This design comes from an exercise in tuning for small area, a short achievable clock period and few clock cycles on the open sky130 flow, not from production work.
The RTL was checked by simulation tests, not by an equivalence proof against the original design.
Power figures rest on the tool's default switching activity, not on a simulated workload.

===== flow/standard.sh =====
#!/bin/bash
# synth_recipe.tcl (not shown) runs the flow's synth.tcl, then flattens the netlist and writes it again
# the make line also repeats each setting of config.mk as NAME=value (left out here)
make -C /OpenROAD-flow-scripts/flow DESIGN_CONFIG=/design/flow/config.mk WORK_HOME=/design/flow/orfs CLKGATE_MAP_FILE= SYNTH_SCRIPT=/design/flow/synth_recipe.tcl "${@:-finish}"

===== flow/flow/run.sh =====
#!/bin/bash
set -euo pipefail
bash standard.sh synth > synth.log 2>&1
export BUFFER_PORTS_ARGS="-buffer_cell sky130_fd_sc_hd__buf_1"
export DONT_USE_CELLS="sky130_fd_sc_hd__clkdlybuf4s50_1 sky130_fd_sc_hd__clkdlybuf4s50_2 sky130_fd_sc_hd__clkdlybuf4s25_1 sky130_fd_sc_hd__clkdlybuf4s25_2 sky130_fd_sc_hd__clkdlybuf4s15_1 sky130_fd_sc_hd__clkdlybuf4s15_2 sky130_fd_sc_hd__clkdlybuf4s18_1 sky130_fd_sc_hd__clkdlybuf4s18_2 sky130_fd_sc_hd__dlymetal6s2s_1 sky130_fd_sc_hd__dlymetal6s4s_1 sky130_fd_sc_hd__dlymetal6s6s_1 sky130_fd_sc_hd__dlygate4sd1_1 sky130_fd_sc_hd__dlygate4sd2_1 sky130_fd_sc_hd__dlygate4sd3_1"
bash standard.sh > layout.log 2>&1

===== flow/constraint.sdc =====
create_clock -name core_clock -period 3.0 [get_ports {clk}]
set_input_delay 0.6000 -clock core_clock [delete_from_list [all_inputs] [get_ports {clk}]]
set_output_delay 0.6000 -clock core_clock [all_outputs]
set_load 0.01 [all_outputs]

===== flow/design.v =====
module Bin2BCD(
    input clk,
    input rst,
    input en,
    input [11:0] bin_d_in,
    output [15:0] bcd_d_out,
    output rdy
    );
    function [2:0] mod5(input [3:0] d);
        begin
            mod5[2] = (d[2] & ~d[1] & ~d[0]) | (d[3] & d[0]);
            mod5[1] = (d[1] & ~d[2]) | (d[1] & d[0]) | (d[3] & ~d[0]);
            mod5[0] = (~d[3] & ~d[2] & d[0]) | (d[2] & d[1] & ~d[0]) | (d[3] & ~d[0]);
        end
    endfunction
    function ge5(input [3:0] d);
        ge5 = d[3] | (d[2] & (d[1] | d[0]));
    endfunction
    wire [3:0] a0_0 = {3'd0, bin_d_in[11]};
    wire [3:0] a1_0 = {a0_0[2:0], bin_d_in[10]};
    wire [3:0] a2_0 = {a1_0[2:0], bin_d_in[9]};
    wire [3:0] a3_0 = {mod5(a2_0), bin_d_in[8]};
    wire [3:0] a3_1 = {3'd0, ge5(a2_0)};
    wire [3:0] a4_0 = {mod5(a3_0), bin_d_in[7]};
    wire [3:0] a4_1 = {a3_1[2:0], ge5(a3_0)};
    wire [3:0] a5_0 = {mod5(a4_0), bin_d_in[6]};
    wire [3:0] a5_1 = {a4_1[2:0], ge5(a4_0)};
    wire [3:0] a6_0 = {mod5(a5_0), bin_d_in[5]};
    wire [3:0] a6_1 = {mod5(a5_1), ge5(a5_0)};
    wire [3:0] a6_2 = {3'd0, ge5(a5_1)};
    wire [3:0] a7_0 = {mod5(a6_0), bin_d_in[4]};
    wire [3:0] a7_1 = {mod5(a6_1), ge5(a6_0)};
    wire [3:0] a7_2 = {a6_2[2:0], ge5(a6_1)};
    wire [3:0] a8_0 = {mod5(a7_0), bin_d_in[3]};
    wire [3:0] a8_1 = {mod5(a7_1), ge5(a7_0)};
    wire [3:0] a8_2 = {a7_2[2:0], ge5(a7_1)};
    wire [3:0] a9_0 = {mod5(a8_0), bin_d_in[2]};
    wire [3:0] a9_1 = {mod5(a8_1), ge5(a8_0)};
    wire [3:0] a9_2 = {mod5(a8_2), ge5(a8_1)};
    wire [3:0] a9_3 = {3'd0, ge5(a8_2)};
    reg [14:0] mid_q;
    reg        rdy_q;
    always @(posedge clk) begin
        if (en) mid_q <= {a9_3[0:0], a9_2[3:0], a9_1[3:0], a9_0[3:0], bin_d_in[1:0]};
        rdy_q <= en & ~rst;
    end
    wire [3:0] m_3 = {3'b0, mid_q[14:14]};
    wire [3:0] m_2 = {mid_q[13:10]};
    wire [3:0] m_1 = {mid_q[9:6]};
    wire [3:0] m_0 = {mid_q[5:2]};
    wire [3:0] b10_0 = {mod5(m_0), mid_q[1]};
    wire [3:0] b10_1 = {mod5(m_1), ge5(m_0)};
    wire [3:0] b10_2 = {mod5(m_2), ge5(m_1)};
    wire [3:0] b10_3 = {m_3[2:0], ge5(m_2)};
    wire [3:0] b11_0 = {mod5(b10_0), mid_q[0]};
    wire [3:0] b11_1 = {mod5(b10_1), ge5(b10_0)};
    wire [3:0] b11_2 = {mod5(b10_2), ge5(b10_1)};
    wire [3:0] b11_3 = {b10_3[2:0], ge5(b10_2)};
    assign bcd_d_out = {b11_3, b11_2, b11_1, b11_0};
    assign rdy = rdy_q;
endmodule

===== flow/config.mk =====
export PLATFORM = sky130hd
export DESIGN_NAME = Bin2BCD
export DESIGN_NICKNAME = Bin2BCD
export VERILOG_FILES = /design/flow/design.v
export SDC_FILE = /design/flow/constraint.sdc
export NUM_CORES = 4
export LEC_CHECK = 0
export ABC_AREA = 1
export CAP_MARGIN = 20
export CORE_MARGIN = 2
export CORE_UTILIZATION = 40
export CTS_BUF_LIST = sky130_fd_sc_hd__clkbuf_4
export CTS_CLUSTER_DIAMETER = 100
export CTS_CLUSTER_SIZE = 30
export SETUP_SLACK_MARGIN = 0.2
export SLEW_MARGIN = 20

==> out/qor.yml, run 1 <==
synth:
  synth_cells: 289
  synth.distinct_cells: 32
  async_flop_share_pct: 0
  syn_avg_cell_area_um2: 6.06
  yosys_most_used_dff: "edfxtp_1"
  synth_fa_ha_area_share_pct: 0
  yosys-top-cells-area: "edfxtp_1 26%, nand2_1 17%, inv_1 9.0%"
  ys_warn_count: 1
  muxShareOfSynthArea_pct: 0
  ys_ff_latch: 16
  synthSimpleGateAreaFrac_pct: 47.5
  yosysTopAreaCellShare_pct: 25.7
  netlist_area_um2: 1750
  synth_top_family_by_area: "simple AND/OR/NAND/NOR gates"
  synth_nets: 304
  synth_edf_count: 15
  yosysSeqAreaShare_pct: 26.9
  synth_xor_area_share_pct: 0
  synth_top_area_cell: "edfxtp_1"
  synth_compound_area_share_pct: 12.4
sta:
  rsz0062_at_grt: "false"
  hold_viol: 0
  setup_ws_ns: 0.564
  report.final.slew_viol_count: 0
  max_freq_mhz: 410
  setup_viol: 0
  finalCritPeriodShare_pct: 81.2
  worst_pin_slew_ns: 0.780
  whs_ns: 0.464
  final.setup.tns_ns: 0
  slew_headroom_pct: 48.0
  fin_crit_ns: 2.44
run:
  drv_cap: 0
cts:
  cts_made_buffers: 3
  post-cts-setup-buffers: 0
  cts.sinks: 16
  h-tree-depth: 1
  clockBufferDepth: 2
  cts-root-buf: "clkbuf_4"
  cts_tree: "yes"
  cts.clk_slew.worst_paths_ns: 0.09
final_layout:
  antenna_cells: 0
  final_util_pct: 44.8
  multiInputGateArea_um2: 1060
  fin_nets: 333
  layout-drive-gt1-share_pct: 12.0
  ff_latch_area_um2: 470
  syn2layout_area_growth_pct: 9.86
  num-fill-cells: 455
grt:
  grt_pass1_wl_um: 5680
  use_met2_pct: 23.9
  overflow: 0
  gr-usage-met3_pct: 0.577
  antenna_found_initial: 0
  grt-busiest-layer: "met2"
  use_met1_pct: 17.0
  grt_use_total_pct: 13.2
  grt_max_degree: 17
  grt_pass1_vias: 1525
power:
  p_leak_nw: 0.974
  p_per_area_nw_per_um2: 496
  peakVddDrop_mv: 0.151
  finalPower_mw: 0.954
routing:
  wl_um: 3090
  drtAntennaViolNets: 0
  avgRoutedWirePerCell_um: 8.38
  vias_per_cell: 4.79
  drc: 0
  drt_pass1_iterations: 4
  drtIter0Drc: 41
  num_vias: 1766
worst_setup_path:
  worstPathMaxFanout: 5
  required_ns: 3.02
  cp_data_arrival_time_ns: 2.46
  start_kind: "primary input"
  criticalPathCategory: "in2reg"
  end_kind: "register"
floorplanning:
  die_x_um: 70.2
  fp.dieH_um: 70.2
  die_area_um2: 4920
  initial_utilization_pct: 40.8
  core_area_um2: 4290
  num_io_pins: 32
  num_rows: 24
min_path:
  min_path_type: "in2reg"
placement:
  dp_hpwl_um: 2640
  routabilityCongestion: 0.855
  io_buffers: 30
  pre_cts_slack_ns: 0.244
status:
  status: "finished clean"
==> metal layers <==
metal  up-vias  routed length, µm
li1        988                  -
met1       751               1560
met2        25               1450
met3         2                 59
met4         0                 21
met5         -                  0
==> cell families after synthesis <==
family,Yosys count
AND/OR/NAND/NOR,180
buffers and inverters,55
AO/OA/AOI/OAI,37
flip-flops,16
other,1
==> where the power goes <==
group	switching [mW]	leakage, nW	internal, mW	total [mW]
logic	0.348	0.805	0.179	0.526
clock network	0.0580	0.0154	0.0481	0.106
registers	0.0255	0.154	0.296	0.322
total	0.431	0.974	0.523	0.954
==> sequential cells by signal, indices dropped and copies added, names as in the netlist <==
signal and flops:
mid_q 15, rdy_q 1
==> metrics by stage <==
step,cell area [µm²],instances
floorplan,1750,289
global placement,1880,365
finish,1920,369
CTS,1910,369
global route,1920,369
detailed placement,1880,365
==> final timing paths <==
path | slack, ns | start | end | cells after the start
hold / removal | 0.46 | rst | rdy_q | 2
setup / recovery | 0.56 | bin_d_in[9] | mid_q[14] | 17
==> synthesized netlist by cell type (all sizes together) (3+ instances only) <==
cell    instances
nor2           38
nand3          36
nand4           6
inv            48
buf             6
nand2          93
a21oi           8
edfxtp         15
nor3            3
o21ai          21
==> final cells by class <==
cell class | count | share of cell area [%]
multi-input combinational | 218 | 55.3
sequential | 16 | 24.4
inverter | 49 | 9.56
timing repair buffer | 30 | 5.92
tap | 52 | 3.38
clock buffer | 3 | 1.17
clock inverter | 1 | 0.195
==> timing repair <==
item | CTS | global route
endpoints found under the setup margin | 0 | 1
resized for setup | 0 | 4
hold buffers | 0 | 0
==> critical path, stage by stage <==
cell,delay [ns]
buf_1,0.18
inv_2,0.06
nand2_1,0.10
nor2_4,0.05
nand2_1,0.09
nand2_1,0.05
nor2_1,0.14
nand2_1,0.07
nand2_1,0.11
nand4_1,0.14
o21ai_0,0.11
inv_1,0.07
nand2_2,0.08
nand3_2,0.08
or2_1,0.24
a21oi_2,0.19
a21boi_1,0.08
==> placed cells by master, fill, tap and decap left out, types with 5 or more instances in the layout <==
| master | count |
|---|---|
| inv_2 | 6 |
| edfxtp_1 | 15 |
| nand3_1 | 30 |
| inv_1 | 42 |
| nand2_1 | 80 |
| nand4_1 | 5 |
| nor2_1 | 34 |
| a21oi_1 | 6 |
| nand3_2 | 6 |
| buf_1 | 29 |
| o21ai_1 | 6 |
| nand2_2 | 12 |
| o21ai_0 | 14 |
Testbench counts, summed over its fixed seeds: cycles 4,096.
==> run 2, diff against run 1 <==
--- a/flow/config.mk
+++ b/flow/config.mk
@@ -12,5 +12,4 @@
 export CTS_BUF_LIST = sky130_fd_sc_hd__clkbuf_4
 export CTS_CLUSTER_DIAMETER = 100
 export CTS_CLUSTER_SIZE = 30
-export SETUP_SLACK_MARGIN = 0.2
 export SLEW_MARGIN = 20
==> run 2 against run 1 <==
Effect of this change:
- synthesized area did not move
- synthesized cell count unchanged
- maximum frequency shrank 1.8%
- worst hold slack hardly changed
- count of clock-buffer cells in the layout unchanged
- largest power group unchanged
==> out/qor.yml, run 2 <==
worst_setup_path:
  cp_data_arrival_time_ns: 2.51
  slowest_delay_ns: 0.18
  worstPathMaxFanout: 5
  required_ns: 3.03
  criticalPathCategory: "in2reg"
  end_kind: "register"
  cpMaxStageDelayCell: "buf_1"
  path_cells: "buf_1, inv_2, nand2_1, nor2_2, nand2_1, nand2_1, nor2_1, nand2_1, nand2_1, nand4_1, inv_1, nand3_1, nand2_1, nor2_1, nand2_1, nand3_1, o21ai_1, nand2_1"
  critical_path.startpoint: "bin_d_in[9]"
  crit_path_frequent_cell: "nand2_1"
  start_kind: "primary input"
power:
  finalPower_mw: 0.952
  power_frac_seq_pct: 33.8
  p_int_mw: 0.522
  combPwrFrac_pct: 55.0
  switching_share_pct: 45.1
  clkPwrFrac_pct: 11.2
  p_leak_nw: 0.970
  p_per_area_nw_per_um2: 498
  peakVddDrop_mv: 0.151
  p_sw_mw: 0.429
sta:
  rsz0062_at_grt: "false"
  whs_ns: 0.464
  slew_headroom_pct: 48.0
  hold_viol: 0
  report.final.slew_viol_count: 0
  setup_viol: 0
  worst_pin_slew_ns: 0.780
  fin_crit_ns: 2.48
  final.setup.tns_ns: 0
  max_freq_mhz: 403
  finalCritPeriodShare_pct: 82.7
floorplanning:
  fp.dieH_um: 70.2
  die_area_um2: 4920
  die_x_um: 70.2
  num_io_pins: 32
  initial_utilization_pct: 40.8
  num_rows: 24
  core_area_um2: 4290
routing:
  avgRoutedWirePerCell_um: 8.37
  drtIter0Drc: 46
  wl_um: 3090
  drtAntennaViolNets: 0
  vias_per_cell: 4.78
  drc: 0
  num_vias: 1762
  drt_pass1_iterations: 4
final_layout:
  finalNonFillerCells: 369
  reg_top3: "mid_q x15, rdy_q x1"
  final_util_pct: 44.5
  final_common_cell: "nand2_1"
  antenna_cells: 0
  fin_nets: 333
  largest_reg_flops: 15
  syn2layout_area_growth_pct: 9.07
  top_register: "mid_q"
  layout_common_cells: "81 x nand2_1, 42 x inv_1, 34 x nor2_1"
  layout-drive-gt1-share_pct: 11.0
synth:
  async_flop_share_pct: 0
  synth_commonest_cells: "81 x nand2_1, 42 x inv_1, 34 x nor2_1"
  syn_avg_cell_area_um2: 6.06
  synth_edf_count: 15
  synth_top_area_cell: "edfxtp_1"
  ys_ff_latch: 16
  yosysTopAreaCellShare_pct: 25.7
  synth_cells: 289
  ys_warn_count: 1
  netlist_area_um2: 1750
  yosys.cell_count.top_type: "nand2_1"
  yosysSeqAreaShare_pct: 26.9
  yosys_most_used_dff: "edfxtp_1"
  synth.distinct_cells: 32
  synth_nets: 304
  yosys-top-cells-area: "edfxtp_1 26%, nand2_1 17%, inv_1 9.0%"
cts:
  clockBufferDepth: 2
  h-tree-depth: 1
  cts_resized: 0
  cts.clk_slew.worst_paths_ns: 0.09
  hold_buffers: 0
  cts_made_buffers: 3
  post-cts-setup-buffers: 0
  cts.sinks: 16
  cts-root-buf: "clkbuf_4"
  cts_tree: "yes"
placement:
  dp_hpwl_um: 2640
  dpl.cell_count: 365
  routabilityCongestion: 0.855
  io_buffers: 30
grt:
  grt_max_degree: 17
  antenna_found_initial: 0
  grt_pass1_wl_um: 5680
  use_met2_pct: 23.9
  use_met1_pct: 17.0
  grt-busiest-layer: "met2"
  overflow: 0
  gr-usage-met3_pct: 0.577
  grt_use_total_pct: 13.2
  grt_pass1_vias: 1525
run:
  drv_cap: 0
status:
  status: "finished clean"
min_path:
  min_path_type: "in2reg"
  min_from: "rst"
[run 2: cell types whose count changed in the layout (fill, tap and decap cells not counted)]
cell / delta
buf_1: +1
nand3_2: -1
clkbuf_2: -1
nor2_4: -1
nor2_2: +1
nand2_1: +1
nand3_1: +1
nand2_2: -1
[run 2: worst paths after layout]
kind	slack (ns)	cells after the start	to
max	0.52	18	mid_q[10]
min	0.46	2	rdy_q
[run 2: logic make-up (layout without fill, tap and decap cells)]
group	Yosys count	in the layout	synth area share [%]
and+or+nand+nor	180	180	47.5
buffers and inverters	55	83	13.1
AOI/OAI and AO/OA	37	37	12.4
DFF	16	16	26.9
other	1	1	0.214
[run 2: area by class of cell]
cell class / instances / area [µm²]
Tap cell: 52 / 65.1
Fill cell: 458 / 2380
Sequential cell: 16 / 470
Multi-Input combinational cell: 218 / 1050
Clock buffer: 3 / 22.5
Clock inverter: 1 / 3.75
Inverter: 49 / 184
Timing Repair Buffer: 30 / 113
[run 2: routing by layer]
layer	vias up	share of wire (%)
li1	989	-
met1	752	51
met2	19	47
met3	2	1.6
met4	0	0.68
met5	-	0
[run 2: metrics by stage]
stage | area, µm² | setup slack [ns]
3_5_place_dp | 1880 | 0.244
6_report | 1910 | 0.518
4_1_cts | 1910 | 0.539
2_1_floorplan | 1750 | 0.686
5_1_grt | 1910 | 0.140
3_3_place_gp | 1880 | 0.234
[run 2: critical path, delay by kind of cell]
kind / cells / cell delay (ns)
simple gates: 14 / 1.39
buf+inv: 3 / 0.35
compound gates: 1 / 0.15
[run 2: power groups by stage]
stage               clock (mW)  sequential (mW)  combinational (mW)
floorplan                    0            0.323               0.432
global placement             0            0.327               0.524
detailed placement           0            0.328               0.526
CTS                      0.112            0.323               0.527
global route             0.123            0.328               0.621
finish                   0.106            0.322               0.524
==> run 3, diff against run 2 <==
--- a/flow/config.mk
+++ b/flow/config.mk
@@ -12,4 +12,5 @@
 export CTS_BUF_LIST = sky130_fd_sc_hd__clkbuf_4
 export CTS_CLUSTER_DIAMETER = 100
 export CTS_CLUSTER_SIZE = 30
+export SETUP_SLACK_MARGIN = 0.3
 export SLEW_MARGIN = 20
==> run 3 against run 2 <==
Effect of this change:
- cell area is 0.98% higher
- sequential share of layout area fell by 0.24 points
- sequential cell count unchanged
- synthesized cell count stayed put
- critical endpoint is now mid_q[14]
- largest power group unchanged
- first-iteration DRC count down 13%
- maximum frequency up 3.1%
- combinational power rose by 1%
- cell count is the same
- power is 0.69% higher
- die area stayed put
==> out/qor.yml, run 3 <==
routing:
  drc: 0
  drtIter0Drc: 40
  num_vias: 1765
  wl_um: 3080
  drtAntennaViolNets: 0
  vias_per_cell: 4.78
  avgRoutedWirePerCell_um: 8.35
  drt_pass1_iterations: 4
synth:
  yosys_most_used_dff: "edfxtp_1"
  synth_nets: 304
  synth_top_area_cell: "edfxtp_1"
  netlist_area_um2: 1750
  yosys-top-cells-area: "edfxtp_1 26%, nand2_1 17%, inv_1 9.0%"
  syn_avg_cell_area_um2: 6.06
  yosys.cell_count.top_type: "nand2_1"
  yosysTopAreaCellShare_pct: 25.7
  synth_commonest_cells: "81 x nand2_1, 42 x inv_1, 34 x nor2_1"
  synth_edf_count: 15
  yosysSeqAreaShare_pct: 26.9
  synth_cells: 289
  ys_warn_count: 1
  ys_ff_latch: 16
  synth.distinct_cells: 32
  async_flop_share_pct: 0
sta:
  worst_pin_slew_ns: 0.781
  max_freq_mhz: 415
  setup_viol: 0
  slew_headroom_pct: 47.9
  setup_ws_ns: 0.593
  report.final.slew_viol_count: 0
  fin_crit_ns: 2.41
  rsz0062_at_grt: "false"
  hold_viol: 0
  finalCritPeriodShare_pct: 80.2
  final.setup.tns_ns: 0
cts:
  cts.sinks: 16
  post-cts-setup-buffers: 0
  cts.clk_slew.worst_paths_ns: 0.09
  cts_resized: 0
  cts_made_buffers: 3
  hold_buffers: 0
  clockBufferDepth: 2
  cts_tree: "yes"
  h-tree-depth: 1
  cts-root-buf: "clkbuf_4"
final_layout:
  num-fill-cells: 456
  top_register: "mid_q"
  layout_common_cells: "80 x nand2_1, 42 x inv_1, 34 x nor2_1"
  layout-drive-gt1-share_pct: 12.6
  largest_reg_flops: 15
  final_common_cell: "nand2_1"
  reg_top3: "mid_q x15, rdy_q x1"
  fin_nets: 333
  antenna_cells: 0
  syn2layout_area_growth_pct: 10.1
floorplanning:
  core_area_um2: 4290
  die_area_um2: 4920
  die_x_um: 70.2
  num_io_pins: 32
  initial_utilization_pct: 40.8
  num_rows: 24
  fp.dieH_um: 70.2
power:
  peakVddDrop_mv: 0.151
  p_per_area_nw_per_um2: 497
  p_leak_nw: 0.978
  finalPower_mw: 0.958
placement:
  routabilityCongestion: 0.855
  io_buffers: 30
  dp_hpwl_um: 2640
  pre_cts_slack_ns: 0.244
run:
  drv_cap: 0
worst_setup_path:
  slowest_delay_ns: 0.24
  start_kind: "primary input"
  critical_path.startpoint: "bin_d_in[10]"
  worstPathMaxFanout: 7
  criticalPathCategory: "in2reg"
  cpMaxStageDelayCell: "o21a_1"
  required_ns: 3.02
  end_kind: "register"
  cp_data_arrival_time_ns: 2.43
  crit_path_frequent_cell: "nand2_1"
  path_cells: "clkbuf_2, nand2_1, nand2_1, nand2_1, clkinv_1, o21a_1, nand2_2, nand3_2, nand3_1, nand3_2, nand2_1, nand2_1, or2_1, a21oi_2, a21boi_1"
grt:
  grt_pass1_vias: 1525
  antenna_found_initial: 0
  grt_max_degree: 17
  grt_pass1_wl_um: 5680
  grt_use_total_pct: 13.2
  overflow: 0
min_path:
  min_path_type: "in2reg"
  min_from: "rst"
status:
  status: "finished clean"
[run 3: cell counts after synthesis]
Identical to the previous run, type by type.
[run 3: routing by layer]
layer  track usage, %  vias up  part of all wire (%)
li1                 -      989                     -
met2             23.9       21                    47
met3            0.577        2                   2.1
met1             17.0      753                    51
met5                0        -                     0
met4             4.06        0                  0.68
[run 3: kinds of logic (layout without fill, tap and decap cells)]
family	count (synthesis)	in the layout	synth area share [%]
flops	16	16	26.9
buf+inv	55	83	13.1
other cells	1	1	0.214
simple gates	180	180	47.5
compound gates	37	37	12.4
[run 3: path summary, 6_finish.rpt]
| path | to | slack [ns] | depth (start not counted) |
|---|---|---|---|
| min | rdy_q | 0.46 | 2 |
| max | mid_q[14] | 0.59 | 15 |
[run 3: power by group]
part	leakage [nW]	switching (mW)	internal, mW
clock	0.0154	0.0580	0.0481
combinational	0.809	0.350	0.180
sequential	0.154	0.0257	0.296
[run 3: metrics by stage]
step / util, % / instances / area, µm² / hold slack, ns
after floorplan: - / 289 / 1750 / 0.671
after global placement: 43.9 / 365 / 1880 / 0.753
after detailed placement: 43.9 / 365 / 1880 / 0.756
after CTS: 44.5 / 369 / 1910 / 0.453
after global routing: 44.9 / 369 / 1930 / 0.458
final: 44.9 / 369 / 1930 / 0.464
[run 3: layout make-up]
type | count | area, µm² | share of cell area, %
Clock inverter | 1 | 3.75 | 0.195
Clock buffer | 3 | 22.5 | 1.17
Tap cell | 52 | 65.1 | 3.37
Timing Repair Buffer | 30 | 115 | 5.97
Inverter | 49 | 184 | 9.53
Multi-Input combinational cell | 218 | 1070 | 55.4
Sequential cell | 16 | 470 | 24.4
[run 3: worst max-delay path: cells and delay by family]
family | cells | cell delay [ns]
AO/OA/AOI/OAI | 3 | 0.52
AND/OR/NAND/NOR | 10 | 1.04
buffers and inverters | 2 | 0.25
==> run 4, diff against run 3 <==
--- a/flow/config.mk
+++ b/flow/config.mk
@@ -12,5 +12,6 @@
 export CTS_BUF_LIST = sky130_fd_sc_hd__clkbuf_4
 export CTS_CLUSTER_DIAMETER = 100
 export CTS_CLUSTER_SIZE = 30
+export PLACE_DENSITY = 0.8
 export SETUP_SLACK_MARGIN = 0.3
 export SLEW_MARGIN = 20
==> run 4 against run 3 <==
Effect of this change:
- sequential cell count unchanged
- still clean on timing, DRC and antenna
- synthesized area unchanged
- power decreased by 0.40%
- routed wire length increased by 1.5%
==> out/qor.yml, run 4 <==
routing:
  vias_per_cell: 4.85
  drt_pass1_iterations: 4
  drc: 0
  num_vias: 1791
  avgRoutedWirePerCell_um: 8.48
  drtAntennaViolNets: 0
  wl_um: 3130
  drtIter0Drc: 56
synth:
  async_flop_share_pct: 0
  muxShareOfSynthArea_pct: 0
  synth_nets: 304
  netlist_area_um2: 1750
  synth_edf_count: 15
  synth_xor_area_share_pct: 0
  synth_top_area_cell: "edfxtp_1"
  yosys_most_used_dff: "edfxtp_1"
  yosys-top-cells-area: "edfxtp_1 26%, nand2_1 17%, inv_1 9.0%"
  synth_commonest_cells: "81 x nand2_1, 42 x inv_1, 34 x nor2_1"
  yosysSeqAreaShare_pct: 26.9
  synthSimpleGateAreaFrac_pct: 47.5
  synth.distinct_cells: 32
  synth_cells: 289
  synth_top_family_by_area: "simple AND/OR/NAND/NOR gates"
  yosysTopAreaCellShare_pct: 25.7
  synth_compound_area_share_pct: 12.4
  ys_ff_latch: 16
  yosys.cell_count.top_type: "nand2_1"
  synth_fa_ha_area_share_pct: 0
  syn_avg_cell_area_um2: 6.06
  ys_warn_count: 1
cts:
  cts.clk_slew.worst_paths_ns: 0.08
  cts.sinks: 16
  cts_tree: "yes"
  post-cts-setup-buffers: 0
  hold_buffers: 0
  clockBufferDepth: 2
  cts_resized: 0
  cts-root-buf: "clkbuf_4"
  h-tree-depth: 1
  cts_made_buffers: 3
sta:
  report.final.slew_viol_count: 0
  fin_crit_ns: 2.45
  rsz0062_at_grt: "false"
  whs_ns: 0.471
  setup_viol: 0
  worst_pin_slew_ns: 0.809
  finalCritPeriodShare_pct: 81.7
  final.setup.tns_ns: 0
  max_freq_mhz: 408
  hold_viol: 0
  slew_headroom_pct: 46.1
final_layout:
  antenna_cells: 0
  top_register: "mid_q"
  fin_nets: 333
  syn2layout_area_growth_pct: 9.43
  final_common_cell: "nand2_1"
  layout_common_cells: "81 x nand2_1, 42 x inv_1, 34 x nor2_1"
  num-fill-cells: 466
  largest_reg_flops: 15
  layout-drive-gt1-share_pct: 12.3
  reg_top3: "mid_q x15, rdy_q x1"
worst_setup_path:
  cp_data_arrival_time_ns: 2.48
  crit_path_frequent_cell: "nand2_1"
  path_cells: "buf_1, inv_1, nand2_1, nand2_1, nand2_2, nand2_1, nand2_2, nand2_1, nand2_2, nand2_4, nand2_2, nand2_1, nand2_1, nand2_1, nand2_1, nand2_2, nand2_1, nand2_1, nand2_2, inv_2, o21ai_1, nand2_1"
  cp_num_buf_inv: 3
  end_kind: "register"
  start_kind: "primary input"
  slowest_delay_ns: 0.16
  cp_top_family: "simple AND/OR/NAND/NOR gates"
  worstPathMaxFanout: 5
  criticalPathCategory: "in2reg"
  cpMaxStageDelayCell: "buf_1"
  required_ns: 3.03
floorplanning:
  num_io_pins: 32
  initial_utilization_pct: 40.8
  die_area_um2: 4920
  die_x_um: 70.2
  num_rows: 24
  fp.dieH_um: 70.2
  core_area_um2: 4290
grt:
  antenna_found_initial: 0
  grt_pass1_vias: 1490
  overflow: 0
  grt_use_total_pct: 12.9
  grt_max_degree: 17
  grt_pass1_wl_um: 5640
placement:
  dp_hpwl_um: 2710
  io_buffers: 30
  routabilityCongestion: 0.856
status:
  status: "finished clean"
power:
  p_per_area_nw_per_um2: 498
  p_leak_nw: 0.980
  peakVddDrop_mv: 0.200
min_path:
  min_path_type: "in2reg"
run:
  drv_cap: 0
==> run 4: cell counts after synthesis <==
Identical to the previous run, type by type.
==> run 4: metal layers <==
layer,up-vias,part of all wire [%],track usage [%],routed length [µm]
met2,27,47,23.3,1470
met4,0,0.67,2.56,21
met3,2,2.2,0.577,70
met1,776,50,17.3,1560
met5,-,0,0,0
li1,986,-,-,-
==> run 4: cell families (layout without fill, tap and decap cells) <==
family,after synthesis,after routing
compound gates,37,37
other cells,1,1
buf+inv,55,83
flops,16,16
simple gates,180,180
==> run 4: where the power goes <==
part / total, mW / leakage [nW] / internal, mW / switching (mW)
combinational: 0.527 / 0.811 / 0.179 / 0.348
sequential: 0.322 / 0.154 / 0.296 / 0.0253
clock: 0.106 / 0.0154 / 0.0480 / 0.0580
==> run 4: final cells by class <==
type                    count  area [µm²]  share of cell area (%)
repair buffers             30         115                    6.01
inverters                  49         184                    9.60
clock inverters             1        3.75                   0.196
clock buffers               3        22.5                    1.17
well taps                  52        65.1                    3.39
multi-input cells         218        1060                    55.1
flip-flops and latches     16         470                    24.5
==> run 4: worst paths after layout <==
| kind | slack [ns] | endpoint | cells past startpoint | start |
|---|---|---|---|---|
| setup / recovery | 0.55 | mid_q[4] | 22 | bin_d_in[11] |
| hold / removal | 0.47 | rdy_q | 2 | rst |
==> run 4: through the flow <==
stage	utilization, %	power (mW)	std cells	area [µm²]	setup slack, ns
detailed placement	43.9	0.852	365	1880	0.243
CTS	44.5	0.959	369	1910	0.531
floorplan	-	0.755	289	1750	0.686
global route	44.6	1.06	369	1920	0.317
global placement	43.9	0.839	365	1880	0.286
finish	44.6	0.954	369	1920	0.549
==> run 5, diff against run 4 <==
--- a/flow/config.mk
+++ b/flow/config.mk
@@ -12,6 +12,6 @@
 export CTS_BUF_LIST = sky130_fd_sc_hd__clkbuf_4
 export CTS_CLUSTER_DIAMETER = 100
 export CTS_CLUSTER_SIZE = 30
-export PLACE_DENSITY = 0.8
+export GPL_TIMING_DRIVEN = 1
 export SETUP_SLACK_MARGIN = 0.3
 export SLEW_MARGIN = 20
==> run 5 against run 4 <==
Effect of this change:
- sequential share of layout area down 0.16 points
- maximum frequency up 1.8%
- synthesized cell count unchanged
- critical endpoint is now mid_q[14]
- worst setup slack better by 0.044 ns
- sequential power about the same
- power up 0.40%
- synthesized area unchanged
- largest cell class unchanged
- critical path type unchanged
- highest routed layer unchanged
- core utilization up 0.29 points
- clock power about the same
- first-iteration DRC count down 29%
==> out/qor.yml, run 5 <==
cts:
  cts_tree: "yes"
  cts.sinks: 16
  clockBufferDepth: 2
  h-tree-depth: 1
  cts-root-buf: "clkbuf_4"
  hold_buffers: 0
  cts.clk_slew.worst_paths_ns: 0.09
  cts_made_buffers: 3
final_layout:
  final_common_cell: "nand2_1"
  layout-drive-gt1-share_pct: 12.6
  antenna_cells: 0
  fin_nets: 333
  finalNonFillerCells: 369
  layout_common_cells: "80 x nand2_1, 42 x inv_1, 34 x nor2_1"
  final_util_pct: 44.9
  syn2layout_area_growth_pct: 10.1
  reg_top3: "mid_q x15, rdy_q x1"
  top_register: "mid_q"
  largest_reg_flops: 15
grt:
  grt-busiest-layer: "met2"
  grt_max_degree: 17
  antenna_found_initial: 0
  use_met1_pct: 17.0
  overflow: 0
  grt_pass1_wl_um: 5680
  grt_pass1_vias: 1525
  use_met2_pct: 23.9
  grt_use_total_pct: 13.2
  gr-usage-met3_pct: 0.577
worst_setup_path:
  slowest_delay_ns: 0.24
  cp_num_buf_inv: 2
  criticalPathCategory: "in2reg"
  worstPathMaxFanout: 7
  required_ns: 3.02
  end_kind: "register"
  cp_top_family: "simple AND/OR/NAND/NOR gates"
  path_cells: "clkbuf_2, nand2_1, nand2_1, nand2_1, clkinv_1, o21a_1, nand2_2, nand3_2, nand3_1, nand3_2, nand2_1, nand2_1, or2_1, a21oi_2, a21boi_1"
  start_kind: "primary input"
  cpMaxStageDelayCell: "o21a_1"
  cp_data_arrival_time_ns: 2.43
  crit_path_frequent_cell: "nand2_1"
floorplanning:
  die_x_um: 70.2
  initial_utilization_pct: 40.8
  die_area_um2: 4920
  fp.dieH_um: 70.2
  num_io_pins: 32
  core_area_um2: 4290
  num_rows: 24
run:
  drv_cap: 0
routing:
  vias_per_cell: 4.78
  drtAntennaViolNets: 0
  avgRoutedWirePerCell_um: 8.35
  num_vias: 1765
  drc: 0
  wl_um: 3080
  drt_pass1_iterations: 4
  drtIter0Drc: 40
synth:
  syn_avg_cell_area_um2: 6.06
  synth_nets: 304
  synth_edf_count: 15
  synthSimpleGateAreaFrac_pct: 47.5
  synth_xor_area_share_pct: 0
  synth_commonest_cells: "81 x nand2_1, 42 x inv_1, 34 x nor2_1"
  yosysSeqAreaShare_pct: 26.9
  yosys-top-cells-area: "edfxtp_1 26%, nand2_1 17%, inv_1 9.0%"
  async_flop_share_pct: 0
  yosys.cell_count.top_type: "nand2_1"
  muxShareOfSynthArea_pct: 0
  yosysTopAreaCellShare_pct: 25.7
  ys_ff_latch: 16
  yosys_most_used_dff: "edfxtp_1"
  ys_warn_count: 1
  synth_cells: 289
  netlist_area_um2: 1750
  synth_fa_ha_area_share_pct: 0
  synth_top_family_by_area: "simple AND/OR/NAND/NOR gates"
  synth.distinct_cells: 32
  synth_top_area_cell: "edfxtp_1"
  synth_compound_area_share_pct: 12.4
min_path:
  min_path_type: "in2reg"
placement:
  dpl.cell_count: 365
  routabilityCongestion: 0.855
  dp_hpwl_um: 2640
  io_buffers: 30
sta:
  slew_headroom_pct: 47.9
  finalCritPeriodShare_pct: 80.2
  rsz0062_at_grt: "false"
  worst_pin_slew_ns: 0.781
  final.setup.tns_ns: 0
  whs_ns: 0.464
  setup_viol: 0
  hold_viol: 0
  max_freq_mhz: 415
  fin_crit_ns: 2.41
  report.final.slew_viol_count: 0
power:
  peakVddDrop_mv: 0.151
  p_leak_nw: 0.978
  p_per_area_nw_per_um2: 497
  finalPower_mw: 0.958
status:
  status: "finished clean"
[run 5: cell count changes in the layout (fill, tap and decap cells not counted), sizes merged]
cell / before / now
inv: 49 / 48
clkinv: 1 / 2
[run 5: cells by family after synthesis]
family / Yosys count
DFF: 16
AOI/OAI and AO/OA: 37
buffers and inverters: 55
and+or+nand+nor: 180
other: 1
[run 5: what timing repair did]
| action | CTS | global route |
|---|---|---|
| gates resized for setup | 0 | 6 |
| setup endpoints to repair | 0 | 7 |
| setup buffers | 0 | 0 |
[run 5: path summary, 6_finish.rpt]
kind                    startpoint        end  slack, ns  depth (start not counted)
worst max-delay path  bin_d_in[10]  mid_q[14]       0.59                         15
worst min-delay path           rst      rdy_q       0.46                          2
[run 5: final cells by class]
cell class              count  area (µm²)
repair buffers             30         115
clock inverters             1        3.75
multi-input cells         218        1070
flip-flops and latches     16         470
well taps                  52        65.1
clock buffers               3        22.5
inverters                  49         184
fillers                   456        2360
[run 5: routing by layer]
| layer | up-vias | wire (µm) |
|---|---|---|
| li1 | 989 | - |
| met1 | 753 | 1560 |
| met2 | 21 | 1440 |
| met3 | 2 | 64 |
| met4 | 0 | 21 |
| met5 | - | 0 |
[run 5: report_power, final]
part	total (mW)	leakage [nW]	internal, mW	switching (mW)
Sequential	0.322	0.154	0.296	0.0257
Combinational	0.530	0.809	0.180	0.350
Clock	0.106	0.0154	0.0481	0.0580
Total	0.958	0.978	0.525	0.433
[run 5: through the flow]
step	setup WS, ns	instance area [µm²]
after floorplan	0.686	1750
final	0.593	1930
after global placement	0.234	1880
after detailed placement	0.244	1880
after global routing	0.306	1930
after CTS	0.539	1910
==> run 6, diff against run 5 <==
--- a/flow/config.mk
+++ b/flow/config.mk
@@ -8,10 +8,10 @@
 export ABC_AREA = 1
 export CAP_MARGIN = 20
 export CORE_MARGIN = 2
-export CORE_UTILIZATION = 40
+export CORE_UTILIZATION = 70
 export CTS_BUF_LIST = sky130_fd_sc_hd__clkbuf_4
 export CTS_CLUSTER_DIAMETER = 100
 export CTS_CLUSTER_SIZE = 30
-export GPL_TIMING_DRIVEN = 1
-export SETUP_SLACK_MARGIN = 0.3
+export PLACE_DENSITY = 0.85
+export SETUP_SLACK_MARGIN = 0.6
 export SLEW_MARGIN = 20
==> run 6 against run 5 <==
Effect of this change:
- non-clock buffer count rose by 8
- cell area increased by 19%
- largest cell class unchanged
- sequential share of layout area shrank 3.8 points
- still clean on timing, DRC and antenna
- synthesized cell count unchanged
- maximum frequency down 9.9%
- synthesized area did not move
- power rose by 27%
- global-route usage grew 13 points
- sequential power increased by 3%
- combinational power increased by 42%
- core utilization grew 49 points
==> out/qor.yml, run 6 <==
power:
  clkPwrFrac_pct: 10.7
  p_sw_mw: 0.627
  peakVddDrop_mv: 0.405
  p_per_area_nw_per_um2: 529
  finalPower_mw: 1.21
  combPwrFrac_pct: 61.9
  p_int_mw: 0.586
  p_leak_nw: 1.14
  power_frac_seq_pct: 27.5
  switching_share_pct: 51.7
status:
  status: "finished clean"
worst_setup_path:
  cp_num_cells: 21
  path_cells: "buf_8, inv_6, nand2_4, nor2_4, nand2_2, nand2_4, nand2_2, nand2_2, nand2_4, nand2_4, nand2_4, nand2_4, nand2_4, nand2_2, nand2_2, nand2_2, nand2_1, nand2_2, inv_2, o21ai_1, nand2_1"
  worstPathMaxFanout: 5
  criticalPathCategory: "in2reg"
  start_kind: "primary input"
  cp_top_family: "simple AND/OR/NAND/NOR gates"
  required_ns: 3.08
  slowest_delay_ns: 0.22
  cpMaxStageDelayCell: "nor2_4"
  cp_num_buf_inv: 3
  end_kind: "register"
  cp_data_arrival_time_ns: 2.75
routing:
  wl_um: 7060
  drtAntennaViolNets: 0
  num_vias: 2424
  avgRoutedWirePerCell_um: 19.9
  drtIter0Drc: 241
  drt_pass1_iterations: 5
  drc: 0
  vias_per_cell: 6.83
placement:
  dp_hpwl_um: 2750
  routabilityCongestion: 0.777
  dpl_cell_area_um2: 1860
  io_buffers: 30
synth:
  syn_avg_cell_area_um2: 6.06
  synth.distinct_cells: 32
  ys_ff_latch: 16
  yosys_most_used_dff: "edfxtp_1"
  synth_nets: 304
  async_flop_share_pct: 0
  yosys.cell_count.top_type: "nand2_1"
  synth_top_area_cell: "edfxtp_1"
  ys_warn_count: 1
  yosysTopAreaCellShare_pct: 25.7
  netlist_area_um2: 1750
  yosysSeqAreaShare_pct: 26.9
  synth_commonest_cells: "81 x nand2_1, 42 x inv_1, 34 x nor2_1"
  synth_cells: 289
  yosys-top-cells-area: "edfxtp_1 26%, nand2_1 17%, inv_1 9.0%"
  synth_edf_count: 15
sta:
  slew_headroom_pct: 42.1
  finalCritPeriodShare_pct: 89.1
  final.setup.tns_ns: 0
  report.final.slew_viol_count: 0
  setup_viol: 0
  fin_crit_ns: 2.67
  rsz0062_at_grt: "true"
  worst_pin_slew_ns: 0.868
  max_freq_mhz: 374
  whs_ns: 0.443
  hold_viol: 0
run:
  drv_cap: 0
cts:
  cts-root-buf: "clkbuf_4"
  cts_tree: "yes"
  hold_buffers: 0
  h-tree-depth: 1
  cts_made_buffers: 3
  cts.clk_slew.worst_paths_ns: 0.11
  clockBufferDepth: 2
  cts.sinks: 16
final_layout:
  layout-drive-gt1-share_pct: 32.3
  final_common_cell: "nand2_1"
  antenna_cells: 0
  top_register: "mid_q"
  design_area_um2: 2290
  syn2layout_area_growth_pct: 30.7
  layout_common_cells: "51 x nand2_1, 40 x inv_1, 29 x nand2_2, 29 x nor2_1"
  fin_nets: 341
  reg_top3: "mid_q x15, rdy_q x1"
  largest_reg_flops: 15
  final_util_pct: 94.1
floorplanning:
  num_rows: 18
  initial_utilization_pct: 72.0
  die_area_um2: 2920
  die_x_um: 54.0
  fp.dieH_um: 54.0
  num_io_pins: 32
  core_area_um2: 2430
grt:
  grt_pass1_vias: 1510
  antenna_found_initial: 0
  grt_pass1_wl_um: 5700
  overflow: 0
  grt_max_degree: 17
  grt_use_total_pct: 25.8
min_path:
  hold_depth: 2
  min_path_type: "in2reg"
==> run 6: cell counts after synthesis <==
Identical to the previous run, type by type.
==> run 6: power by group through the flow <==
stage	clock network (mW)	logic [mW]	registers, mW
after floorplan	0	0.432	0.323
after global placement	0	0.515	0.328
after detailed placement	0	0.530	0.329
after CTS	0.119	0.533	0.324
after global routing	0.125	0.818	0.337
final	0.129	0.750	0.333
==> run 6: routing by layer <==
layer / vias up / track usage, % / routed length (µm)
met5: - / 0 / 0
met1: 1057 / 30.9 / 2270
met2: 269 / 47.8 / 3200
met4: 0 / 8.75 / 634
met3: 91 / 2.50 / 957
li1: 1007 / - / -
==> run 6: area by class of cell <==
type | instances | area (µm²)
clock buffer | 3 | 22.5
inverter | 49 | 194
tap | 30 | 37.5
sequential | 16 | 470
multi-input combinational | 218 | 1340
fill | 76 | 143
clock inverter | 1 | 3.75
timing repair buffer | 38 | 218
==> run 6: repair_timing <==
item | CTS | global route
pin swaps | 0 | 35
setup buffers | 0 | 8
hold endpoints to repair | 0 | 0
setup endpoints to repair | 7 | 16
resized for setup | 4 | 96
==> run 6: per-stage QoR <==
step	setup slack, ns	std cells
2_1_floorplan	0.686	289
3_3_place_gp	0.290	343
3_5_place_dp	0.224	343
4_1_cts	0.611	347
5_1_grt	0.132	355
6_report	0.328	355
==> run 6: cell families after synthesis <==
| kind of cell | after synthesis | synth area share, % |
|---|---|---|
| flip-flops | 16 | 26.9 |
| AND/OR/NAND/NOR | 180 | 47.5 |
| AO/OA/AOI/OAI | 37 | 12.4 |
| other | 1 | 0.214 |
| buffers and inverters | 55 | 13.1 |
==> run 6: final timing paths <==
path              endpoint        start  slack, ns
setup / recovery  mid_q[4]  bin_d_in[9]       0.33
hold / removal       rdy_q          rst       0.44
==> run 7, diff against run 6 <==
==> flow/flow/run.sh (replaced) <==
#!/bin/bash
set -euo pipefail
export CUSTOM_ABC_SCRIPT=$PWD/flow/abc_custom.script
sed "s|SYNTH_SCRIPT=[^ ]*|SYNTH_SCRIPT=$PWD/flow/synth_custom.tcl|" standard.sh > standard_custom.sh
bash standard_custom.sh synth > synth.log 2>&1
export BUFFER_PORTS_ARGS="-buffer_cell sky130_fd_sc_hd__buf_1"
export DONT_USE_CELLS="sky130_fd_sc_hd__clkdlybuf4s50_1 sky130_fd_sc_hd__clkdlybuf4s50_2 sky130_fd_sc_hd__clkdlybuf4s25_1 sky130_fd_sc_hd__clkdlybuf4s25_2 sky130_fd_sc_hd__clkdlybuf4s15_1 sky130_fd_sc_hd__clkdlybuf4s15_2 sky130_fd_sc_hd__clkdlybuf4s18_1 sky130_fd_sc_hd__clkdlybuf4s18_2 sky130_fd_sc_hd__dlymetal6s2s_1 sky130_fd_sc_hd__dlymetal6s4s_1 sky130_fd_sc_hd__dlymetal6s6s_1 sky130_fd_sc_hd__dlygate4sd1_1 sky130_fd_sc_hd__dlygate4sd2_1 sky130_fd_sc_hd__dlygate4sd3_1"
bash standard.sh > layout.log 2>&1
==> flow/flow/abc_custom.script (new file) <==
strash
dch
amap
topo
stime -c
buffer -c
upsize -c
dnsize -c
==> flow/flow/synth_custom.tcl (new file) <==
# The standard flow's synthesis script (synth_recipe.tcl) with one change: Yosys's abc
# pass uses flow/abc_custom.script instead of the ORFS area or speed script.
proc synth {args} { yosys synth -nofsm -noshare {*}$args }
proc abc {args} {
  set i [lsearch -exact $args -script]
  if { $i >= 0 } { lset args [expr {$i + 1}] $::env(CUSTOM_ABC_SCRIPT) }
  yosys abc {*}$args
}
source $::env(SCRIPTS_DIR)/synth.tcl
# left out here: clear keep_hierarchy, flatten, clean up, hide names made inside functions, write 1_2_yosys.v
--- a/flow/config.mk
+++ b/flow/config.mk
@@ -13,5 +13,5 @@
 export CTS_CLUSTER_DIAMETER = 100
 export CTS_CLUSTER_SIZE = 30
 export PLACE_DENSITY = 0.85
-export SETUP_SLACK_MARGIN = 0.6
+export SETUP_SLACK_MARGIN = 0.3
 export SLEW_MARGIN = 20
==> run 7 against run 6 <==
Effect of this change:
- the flow now stops in clock tree synthesis (4_1_cts)
- synthesized area shrank 15%
- synthesized cell count shrank 31%
==> out/qor.yml, run 7 <==
synth:
  ys_warn_count: 1
  yosys.cell_count.top_type: "nor2_1"
  yosys_most_used_dff: "edfxtp_1"
  synth_cells: 199
  yosys-top-cells-area: "edfxtp_1 30%, nor2_1 8.8%, inv_1 6.5%"
  synth_commonest_cells: "35 x nor2_1, 26 x inv_1, 15 x edfxtp_1, 15 x nand2_1"
  synth.distinct_cells: 37
  synth_top_area_cell: "edfxtp_1"
  yosysTopAreaCellShare_pct: 30.2
  synth_edf_count: 15
  netlist_area_um2: 1490
  ys_ff_latch: 16
  async_flop_share_pct: 0
  synth_nets: 214
  yosysSeqAreaShare_pct: 31.5
  syn_avg_cell_area_um2: 7.51
cts:
  clockBufferDepth: 2
  hold_buffers: 0
  post-cts-setup-buffers: 14
  cts.sinks: 16
  cts_made_buffers: 3
  h-tree-depth: 1
  cts_resized: 58
  cts-root-buf: "clkbuf_4"
floorplanning:
  fp.dieH_um: 50.2
  num_rows: 16
  die_x_um: 50.2
  num_io_pins: 32
  initial_utilization_pct: 75.4
placement:
  io_buffers: 30
  dpl.cell_count: 273
  dpl_cell_area_um2: 1790
  routabilityCongestion: 0.771
  dp_hpwl_um: 3030
status:
  tool.error: "[ERROR DPL-0038] Utilization greater than 100%, impossible to legalize"
  stop_stage: "clock tree synthesis (4_1_cts)"
  status: "did not finish"
run 7: cell count changes after synthesis, moves of 6 or more:
cell / before / now
inv_1: 42 / 26
nand2_1: 81 / 15
o22ai_1: 2 / 11
a31oi_1: 0 / 6
nand3_1: 31 / 0
nand2_2: 11 / 1
run 7: cells by family after synthesis:
| group | Yosys count | share of synthesized area (%) |
|---|---|---|
| AND/OR/NAND/NOR | 73 | 22.7 |
| AO/OA/AOI/OAI | 70 | 34.3 |
| buffers and inverters | 39 | 11.3 |
| flip-flops | 16 | 31.5 |
| other | 1 | 0.251 |
run 7: stage by stage:
step	setup WS [ns]	setup TNS (ns)
detailed placement	-0.582	-5.02
global placement	-0.368	-2.62
floorplan	-0.0690	-0.175
run 7: how the worst min path moves through the flow:
stage | startpoint | cells after the start | to
global placement | rst | 2 | rdy_q
detailed placement | rst | 2 | rdy_q
floorplan | rst | 1 | rdy_q
run 7: power groups by stage:
stage / clock network (mW) / registers, mW / logic, mW
detailed placement: 0 / 0.330 / 0.550
floorplan: 0 / 0.322 / 0.388
global placement: 0 / 0.325 / 0.505
==> run 8, diff against run 7 <==
--- a/flow/flow/run.sh
+++ b/flow/flow/run.sh
@@ -1,6 +1,7 @@
 #!/bin/bash
 set -euo pipefail
-export CUSTOM_ABC_SCRIPT=$PWD/flow/abc_custom.script
+export ABC_POST_SCRIPT=$PWD/flow/abc_post.script
+[ -f flow/abc_pre.script ] && export ABC_PRE_SCRIPT=$PWD/flow/abc_pre.script
 sed "s|SYNTH_SCRIPT=[^ ]*|SYNTH_SCRIPT=$PWD/flow/synth_custom.tcl|" standard.sh > standard_custom.sh
 bash standard_custom.sh synth > synth.log 2>&1
 export BUFFER_PORTS_ARGS="-buffer_cell sky130_fd_sc_hd__buf_1"
==> flow/flow/abc_post.script (new file) <==
strash
dch
amap
topo
stime -c
buffer -c
upsize -c
dnsize -c
==> flow/flow/synth_custom.tcl (replaced) <==
# The standard flow's synthesis script (synth_recipe.tcl) with one change: Yosys's abc
# pass maps the logic after the register (the fan-out cone of mid_q, which
# has timing slack to spare) with flow/abc_post.script, and then the rest
# of the logic with the ORFS script as usual.
proc synth {args} { yosys synth -nofsm -noshare {*}$args }
proc abc {args} {
  set i [lsearch -exact $args -script]
  if { [info exists ::env(ABC_POST_SCRIPT)] && $::env(ABC_POST_SCRIPT) ne "" } {
    set a $args
    lset a [expr {$i + 1}] $::env(ABC_POST_SCRIPT)
    yosys select -set post_cone w:mid_q %co*
    yosys abc {*}$a @post_cone
  }
  yosys abc {*}$args
}
source $::env(SCRIPTS_DIR)/synth.tcl
# left out here: clear keep_hierarchy, flatten, clean up, hide names made inside functions, write 1_2_yosys.v
removed: flow/flow/abc_custom.script
==> run 8 against run 7 <==
Effect of this change:
- now clean on timing, DRC and antenna
- synthesized cell count grew 45%
- synthesized area grew 17%
==> out/qor.yml, run 8 <==
status:
  status: "finished clean"
floorplanning:
  num_rows: 18
  core_area_um2: 2430
  num_io_pins: 32
  die_area_um2: 2920
  fp.dieH_um: 54.0
  die_x_um: 54.0
  initial_utilization_pct: 72.0
worst_setup_path:
  criticalPathCategory: "in2reg"
  start_kind: "primary input"
  worstPathMaxFanout: 6
  crit_path_frequent_cell: "nand2_1"
  required_ns: 3.04
  cpMaxStageDelayCell: "buf_1"
  cp_num_buf_inv: 3
  path_cells: "buf_1, inv_1, nand2_1, nand2_1, nor2_1, nand2_1, nand2_1, nand4_1, inv_1, nand3_1, nand2_2, nor2_1, nand2_1, nand3_1, o21ai_2, nand2_1"
  slowest_delay_ns: 0.19
  end_kind: "register"
  cp_data_arrival_time_ns: 2.48
  cp_top_family: "simple AND/OR/NAND/NOR gates"
routing:
  vias_per_cell: 5.21
  drtIter0Drc: 35
  drtAntennaViolNets: 0
  wl_um: 3340
  avgRoutedWirePerCell_um: 9.63
  drc: 0
  num_vias: 1808
  drt_pass1_iterations: 4
synth:
  yosys.cell_count.top_type: "nand2_1"
  synth_commonest_cells: "81 x nand2_1, 42 x inv_1, 34 x nor2_1"
  yosys-top-cells-area: "edfxtp_1 26%, nand2_1 17%, inv_1 9.0%"
  yosysSeqAreaShare_pct: 26.9
  synth_nets: 304
  ys_warn_count: 1
  netlist_area_um2: 1750
  async_flop_share_pct: 0
  ys_ff_latch: 16
  synth.distinct_cells: 32
  syn_avg_cell_area_um2: 6.06
  synth_top_area_cell: "edfxtp_1"
  yosysTopAreaCellShare_pct: 25.7
  synth_cells: 289
  synth_edf_count: 15
  yosys_most_used_dff: "edfxtp_1"
grt:
  antenna_found_initial: 0
  overflow: 0
  grt_pass1_wl_um: 5610
  grt_use_total_pct: 25.4
  gr-usage-met3_pct: 2.50
  grt-busiest-layer: "met2"
  grt_max_degree: 17
  grt_pass1_vias: 1486
  use_met1_pct: 30.9
  use_met2_pct: 46.3
sta:
  final.setup.tns_ns: 0
  whs_ns: 0.467
  setup_viol: 0
  report.final.slew_viol_count: 0
  worst_pin_slew_ns: 0.818
  max_freq_mhz: 411
  rsz0062_at_grt: "true"
  fin_crit_ns: 2.44
  finalCritPeriodShare_pct: 81.2
  setup_ws_ns: 0.565
  hold_viol: 0
  slew_headroom_pct: 45.5
cts:
  cts-root-buf: "clkbuf_4"
  h-tree-depth: 1
  cts.clk_slew.worst_paths_ns: 0.09
  cts_tree: "yes"
  cts.sinks: 16
  cts_made_buffers: 3
  clockBufferDepth: 2
final_layout:
  finalNonFillerCells: 347
  multiInputGateArea_um2: 1070
  fin_nets: 333
  antenna_cells: 0
  top_register: "mid_q"
  final_common_cell: "nand2_1"
  reg_top3: "mid_q x15, rdy_q x1"
  syn2layout_area_growth_pct: 8.79
  num-fill-cells: 210
  largest_reg_flops: 15
  layout_common_cells: "80 x nand2_1, 42 x inv_1, 34 x nor2_1"
  layout-drive-gt1-share_pct: 13.6
  ff_latch_area_um2: 470
power:
  p_per_area_nw_per_um2: 516
  peakVddDrop_mv: 0.320
  p_leak_nw: 0.985
placement:
  dpl.cell_count: 343
  pre_cts_slack_ns: 0.224
  dp_hpwl_um: 2750
  routabilityCongestion: 0.777
  io_buffers: 30
min_path:
  hold_depth: 1
  min_path_type: "in2reg"
  min_from: "bin_d_in[1]"
  hold_end: "mid_q[1]"
run:
  drv_cap: 0
## run 8: changes by cell type after synthesis, sizes merged, moves of 6 or more
| cell | change |
|---|---|
| nand4 | +6 |
| nor3 | -6 |
| o22ai | -10 |
| a21oi | -7 |
| nand3 | +36 |
| a31oi | -6 |
| inv | +16 |
| nand2 | +77 |
## run 8: cells by family (layout without fill, tap and decap cells)
kind of cell / count (synthesis) / count (layout) / synth area share (%)
compound gates: 37 / 37 / 12.4
buf+inv: 55 / 83 / 13.1
flops: 16 / 16 / 26.9
other cells: 1 / 1 / 0.214
simple gates: 180 / 180 / 47.5
## run 8: per-layer routing
layer | up-vias | wire [µm]
met1 | 785 | 1570
met3 | 3 | 82
li1 | 987 | -
met2 | 33 | 1660
met4 | 0 | 29
met5 | - | 0
## run 8: power by group
group / total (mW) / leakage (nW) / switching (mW) / internal (mW)
combinational: 0.542 / 0.816 / 0.361 / 0.181
clock: 0.116 / 0.0154 / 0.0680 / 0.0485
sequential: 0.324 / 0.154 / 0.0277 / 0.296
total: 0.983 / 0.985 / 0.456 / 0.526
## run 8: per-stage QoR
stage | power [mW] | util (%) | instance area [µm²]
finish | 0.983 | 78.3 | 1910
global route | 1.09 | 78.3 | 1910
CTS | 0.974 | 77.4 | 1880
detailed placement | 0.859 | 76.3 | 1860
global placement | 0.843 | 76.3 | 1860
floorplan | 0.755 | - | 1750
## run 8: how the worst max path moves through the flow
| stage | from | cells after the start | slack (ns) | end |
|---|---|---|---|---|
| 4_1_cts | bin_d_in[10] | 18 | 0.54 | mid_q[10] |
| 3_5_place_dp | bin_d_in[10] | 18 | 0.22 | mid_q[10] |
| 2_1_floorplan | bin_d_in[9] | 20 | 0.69 | mid_q[4] |
| 6_report | bin_d_in[8] | 16 | 0.56 | mid_q[10] |
| 5_1_grt | bin_d_in[8] | 16 | 0.29 | mid_q[10] |
| 3_3_place_gp | bin_d_in[9] | 18 | 0.29 | mid_q[10] |
## run 8: what timing repair did
item / 4_1_cts / 5_1_grt
setup endpoints to repair: 0 / 8
hold buffers: 0 / 0
gates resized for setup: 0 / 9
buffers inserted: 0 / 0
## run 8: layout make-up
cell class,count,share of cell area [%]
multi-input combinational,218,56.2
sequential,16,24.7
inverter,49,9.65
timing repair buffer,30,6.11
tap,30,1.97
clock buffer,3,1.18
clock inverter,1,0.197
==> run 9, diff against run 8 <==
==> flow/flow/synth_custom.tcl (replaced) <==
# The standard flow's synthesis script (synth_recipe.tcl) with one change: Yosys's abc
# pass maps the logic after the register (the generic gates in the fan-in
# cone of bcd_d_out, which have timing slack to spare) with flow/abc_post.script, and then the rest
# of the logic with the ORFS script as usual.
proc synth {args} { yosys synth -nofsm -noshare {*}$args }
proc abc {args} {
  set i [lsearch -exact $args -script]
  if { [info exists ::env(ABC_POST_SCRIPT)] && $::env(ABC_POST_SCRIPT) ne "" } {
    set a $args
    lset a [expr {$i + 1}] $::env(ABC_POST_SCRIPT)
    yosys select -set post_cone o:bcd_d_out %ci* t:\$_*_ %i
    yosys abc {*}$a @post_cone
  }
  yosys abc {*}$args
}
source $::env(SCRIPTS_DIR)/synth.tcl
# left out here: clear keep_hierarchy, flatten, clean up, hide names made inside functions, write 1_2_yosys.v
==> run 9 against run 8 <==
Effect of this change:
- the flow now stops in clock tree synthesis (4_1_cts)
- synthesized cell count fell by 30%
- synthesized area fell by 15%
==> out/qor.yml, run 9 <==
synth:
  synth_cells: 202
  syn_avg_cell_area_um2: 7.35
  ys_ff_latch: 16
  yosysSeqAreaShare_pct: 31.7
  synth_commonest_cells: "34 x nor2_1, 28 x inv_1, 15 x edfxtp_1, 15 x nand2_1, 15 x o21ai_0"
  synth_edf_count: 15
  yosys.cell_count.top_type: "nor2_1"
  yosysTopAreaCellShare_pct: 30.3
  synth.distinct_cells: 33
  ys_warn_count: 1
  yosys-top-cells-area: "edfxtp_1 30%, nor2_1 8.6%, inv_1 7.1%"
  synth_top_area_cell: "edfxtp_1"
  netlist_area_um2: 1490
  async_flop_share_pct: 0
  synth_nets: 217
  yosys_most_used_dff: "edfxtp_1"
floorplanning:
  fp.dieH_um: 50.1
  num_io_pins: 32
  die_x_um: 50.1
  num_rows: 16
  initial_utilization_pct: 74.9
placement:
  pre_cts_slack_ns: -0.638
  dp_hpwl_um: 2810
  routabilityCongestion: 0.746
  io_buffers: 30
  dpl_cell_area_um2: 1790
cts:
  hold_buffers: 0
  post-cts-setup-buffers: 13
  cts_made_buffers: 3
  clockBufferDepth: 2
  cts_resized: 48
  cts.sinks: 16
  cts-root-buf: "clkbuf_4"
  h-tree-depth: 1
status:
  tool.error: "[ERROR DPL-0038] Utilization greater than 100%, impossible to legalize"
  stop_stage: "clock tree synthesis (4_1_cts)"
  status: "did not finish"
-- run 9: how the worst max path moves through the flow --
stage	startpoint	endpoint	slack [ns]	depth (start not counted)
floorplan	bin_d_in[11]	mid_q[7]	-0.04	19
global placement	bin_d_in[11]	mid_q[7]	-0.33	17
detailed placement	bin_d_in[9]	mid_q[7]	-0.64	20
-- run 9: power by group through the flow --
stage	Combinational, mW	Sequential, mW	Clock [mW]
after detailed placement	0.582	0.337	0
after floorplan	0.421	0.328	0
after global placement	0.539	0.331	0
-- run 9: stage by stage --
step / power, mW / instances
2_1_floorplan: 0.749 / 202
3_3_place_gp: 0.870 / 275
3_5_place_dp: 0.919 / 275
-- run 9: cell families after synthesis --
kind of cell	share of synthesized area (%)
other	0.252
AOI/OAI and AO/OA	34.6
buffers and inverters	12.2
and+or+nand+nor	21.2
DFF	31.7
==> run 10, diff against run 9 <==
--- a/flow/flow/synth_custom.tcl
+++ b/flow/flow/synth_custom.tcl
@@ -8,7 +8,7 @@
   if { [info exists ::env(ABC_POST_SCRIPT)] && $::env(ABC_POST_SCRIPT) ne "" } {
     set a $args
     lset a [expr {$i + 1}] $::env(ABC_POST_SCRIPT)
-    yosys select -set post_cone o:bcd_d_out %ci* t:\$_*_ %i
+    yosys select -set post_cone o:bcd_d_out %ci*:-sky130_fd_sc_hd__edfxtp_1[D,DE,CLK]:-sky130_fd_sc_hd__dfxtp_1[D,CLK] t:\$_*_ %i
     yosys abc {*}$a @post_cone
   }
   yosys abc {*}$args
==> run 10 against run 9 <==
Effect of this change:
- the flow stops in synthesis (1_2_yosys)
==> out/qor.yml, run 10 <==
status:
  status: "did not finish"
  stop_stage: "synthesis (1_2_yosys)"
  tool.error: "ERROR: TCL interpreter returned an error: invalid command name \"D,DE,CLK\""
synth:
  ys_warn_count: 1
==> run 11, diff against run 10 <==
--- a/flow/flow/synth_custom.tcl
+++ b/flow/flow/synth_custom.tcl
@@ -8,7 +8,7 @@
   if { [info exists ::env(ABC_POST_SCRIPT)] && $::env(ABC_POST_SCRIPT) ne "" } {
     set a $args
     lset a [expr {$i + 1}] $::env(ABC_POST_SCRIPT)
-    yosys select -set post_cone o:bcd_d_out %ci*:-sky130_fd_sc_hd__edfxtp_1[D,DE,CLK]:-sky130_fd_sc_hd__dfxtp_1[D,CLK] t:\$_*_ %i
+    yosys select -set post_cone o:bcd_d_out {%ci*:-sky130_fd_sc_hd__edfxtp_1[D,DE,CLK]:-sky130_fd_sc_hd__dfxtp_1[D,CLK]} t:\$_*_ %i
     yosys abc {*}$a @post_cone
   }
   yosys abc {*}$args
==> run 11 against run 10 <==
Effect of this change:
- now clean on timing, DRC and antenna
==> out/qor.yml, run 11 <==
synth:
  muxShareOfSynthArea_pct: 0
  yosys-top-cells-area: "edfxtp_1 25%, nand2_1 13%, nand2_2 7.5%"
  synth_compound_area_share_pct: 16.3
  synth_commonest_cells: "64 x nand2_1, 29 x nor2_1, 26 x inv_1, 26 x nand3_1, 22 x nand2_2"
  synth.distinct_cells: 33
  yosysSeqAreaShare_pct: 25.6
  synthSimpleGateAreaFrac_pct: 47.9
  synth_top_family_by_area: "simple AND/OR/NAND/NOR gates"
  async_flop_share_pct: 0
  yosysTopAreaCellShare_pct: 24.5
  synth_top_area_cell: "edfxtp_1"
  yosys.cell_count.top_type: "nand2_1"
  syn_avg_cell_area_um2: 6.65
  synth_edf_count: 15
  netlist_area_um2: 1840
  synth_xor_area_share_pct: 0
  synth_fa_ha_area_share_pct: 0
  ys_ff_latch: 16
  ys_warn_count: 1
  synth_cells: 276
  synth_nets: 291
  yosys_most_used_dff: "edfxtp_1"
floorplanning:
  num_io_pins: 32
  core_area_um2: 2480
  die_x_um: 55.2
  die_area_um2: 3050
  fp.dieH_um: 55.2
  num_rows: 18
  initial_utilization_pct: 74.1
cts:
  post-cts-setup-buffers: 0
  h-tree-depth: 1
  cts.sinks: 16
  clockBufferDepth: 2
  hold_buffers: 0
  cts.clk_slew.worst_paths_ns: 0.08
  cts-root-buf: "clkbuf_4"
  cts_tree: "yes"
  cts_made_buffers: 3
  cts_resized: 0
routing:
  vias_per_cell: 5.53
  drtIter0Drc: 115
  wl_um: 3380
  drc: 0
  drt_pass1_iterations: 4
  avgRoutedWirePerCell_um: 10.1
  drtAntennaViolNets: 0
  num_vias: 1846
power:
  p_per_area_nw_per_um2: 511
  p_leak_nw: 0.920
  power_frac_seq_pct: 33.0
  combPwrFrac_pct: 55.8
  switching_share_pct: 46.5
  finalPower_mw: 1.00
  p_int_mw: 0.538
  clkPwrFrac_pct: 11.2
  peakVddDrop_mv: 0.352
  p_sw_mw: 0.467
run:
  drv_cap: 0
sta:
  rsz0062_at_grt: "false"
  worst_pin_slew_ns: 0.760
  hold_viol: 0
  slew_headroom_pct: 49.3
  fin_crit_ns: 2.42
  finalCritPeriodShare_pct: 80.7
  setup_ws_ns: 0.578
  setup_viol: 0
  report.final.slew_viol_count: 0
  max_freq_mhz: 413
  final.setup.tns_ns: 0
grt:
  grt_pass1_wl_um: 6110
  grt-busiest-layer: "met2"
  grt_max_degree: 17
  overflow: 0
  use_met1_pct: 31.3
  antenna_found_initial: 0
  grt_pass1_vias: 1569
  grt_use_total_pct: 23.8
  use_met2_pct: 40.1
  gr-usage-met3_pct: 1.17
final_layout:
  antenna_cells: 0
  top_register: "mid_q"
  syn2layout_area_growth_pct: 7.16
  layout-drive-gt1-share_pct: 21.4
  final_common_cell: "nand2_1"
  fin_nets: 320
  layout_common_cells: "64 x nand2_1, 30 x buf_1, 29 x nor2_1"
  final_util_pct: 79.4
  largest_reg_flops: 15
  reg_top3: "mid_q x15, rdy_q x1"
  num-fill-cells: 195
  design_area_um2: 1970
status:
  status: "finished clean"
worst_setup_path:
  start_kind: "primary input"
  required_ns: 3.05
  criticalPathCategory: "in2reg"
  worstPathMaxFanout: 6
  end_kind: "register"
  cp_data_arrival_time_ns: 2.47
placement:
  dpl_cell_area_um2: 1940
  dp_hpwl_um: 2800
  routabilityCongestion: 0.878
  pre_cts_slack_ns: 0.299
  io_buffers: 30
min_path:
  min_path_type: "in2reg"
run 11: area by class of cell:
type                            instances  area, µm²  area share (%)
Sequential cell                        16        470            23.9
Clock inverter                          1       3.75           0.191
Tap cell                               30       37.5            1.91
Inverter                               37        139            7.06
Multi-Input combinational cell        217       1180            60.1
Clock buffer                            3       22.5            1.15
Timing Repair Buffer                   30        113            5.73
run 11: critical path: stages:
cell and delay (ns):
buf_1 0.24, inv_2 0.07, nand3_2 0.11, nor2_2 0.05, nor2_2 0.12, nand2_2 0.10
nand3_1 0.12, nand3_2 0.11, nand2_1 0.12, nand3_2 0.10, nand3_1 0.12, nand3_1 0.13
a21oi_2 0.25, nand3_1 0.11, nand2_1 0.08, nand2_1 0.05
run 11: per-layer routing:
metal | share of wire (%) | up-vias
met5 | 0 | -
met4 | 1.7 | 0
met3 | 4.3 | 5
met2 | 49 | 58
met1 | 45 | 803
li1 | - | 980
run 11: kinds of logic after synthesis:
family,count (synthesis)
AND/OR/NAND/NOR,174
AO/OA/AOI/OAI,42
flip-flops,16
other,1
buffers and inverters,43
run 11: final timing paths:
check	start	end	slack, ns	depth (start not counted)
setup / recovery	bin_d_in[10]	mid_q[10]	0.58	16
hold / removal	rst	rdy_q	0.45	2
run 11: power groups by stage:
stage	Clock [mW]	Sequential (mW)	Combinational [mW]
floorplan	0	0.330	0.463
global placement	0	0.335	0.546
detailed placement	0	0.336	0.556
CTS	0.112	0.331	0.559
global route	0.121	0.337	0.638
finish	0.113	0.332	0.560
run 11: per-stage QoR:
step / instances / hold WS [ns]
after floorplan: 276 / 0.671
after global placement: 330 / 0.754
after detailed placement: 330 / 0.760
after CTS: 334 / 0.450
after global routing: 334 / 0.453
final: 334 / 0.448

==> afterwards: timing with drivers on the ports <==
How much do the figures lean on ideal ports? The routed layouts below were timed once more, with nothing changed but the port constraints.
Step 1 sets driving cells, clkbuf_16 on the clock port and buf_2 on the other inputs (assumed; they add their load-dependent delay and slew).
Step 2, shift: input delay + t, output delay - t, t = (earliest + latest rising clock arrival at the registers) / 2. This alone moves slack from input paths to output paths.
Three values: ideal, step 1, step 2; two values: the first two.
run | t, ns | slack for setup (ns) | clock arrival spread, ns
run 1 | 0.289 | 0.564 / 0.560 / 0.271 | 0.006 / 0.006
run 2 | 0.289 | 0.518 / 0.514 / 0.225 | 0.006 / 0.006
run 3 | 0.289 | 0.593 / 0.591 / 0.302 | 0.007 / 0.006
run 4 | 0.286 | 0.549 / 0.547 / 0.261 | 0.002 / 0.001
run 5 | 0.289 | 0.593 / 0.591 / 0.302 | 0.007 / 0.006
run 6 | 0.330 | 0.328 / 0.309 / -0.021 | 0.012 / 0.012
run 8 | 0.306 | 0.565 / 0.560 / 0.253 | 0.007 / 0.007
run 11 | 0.308 | 0.578 / 0.576 / 0.268 | 0.004 / 0.004
With both steps, setup timing fails in run 6, where it was met with ideal ports. For run 6, which loses most, drivers alone change the setup slack by -0.019 ns; drivers and shift together by -0.349 ns.
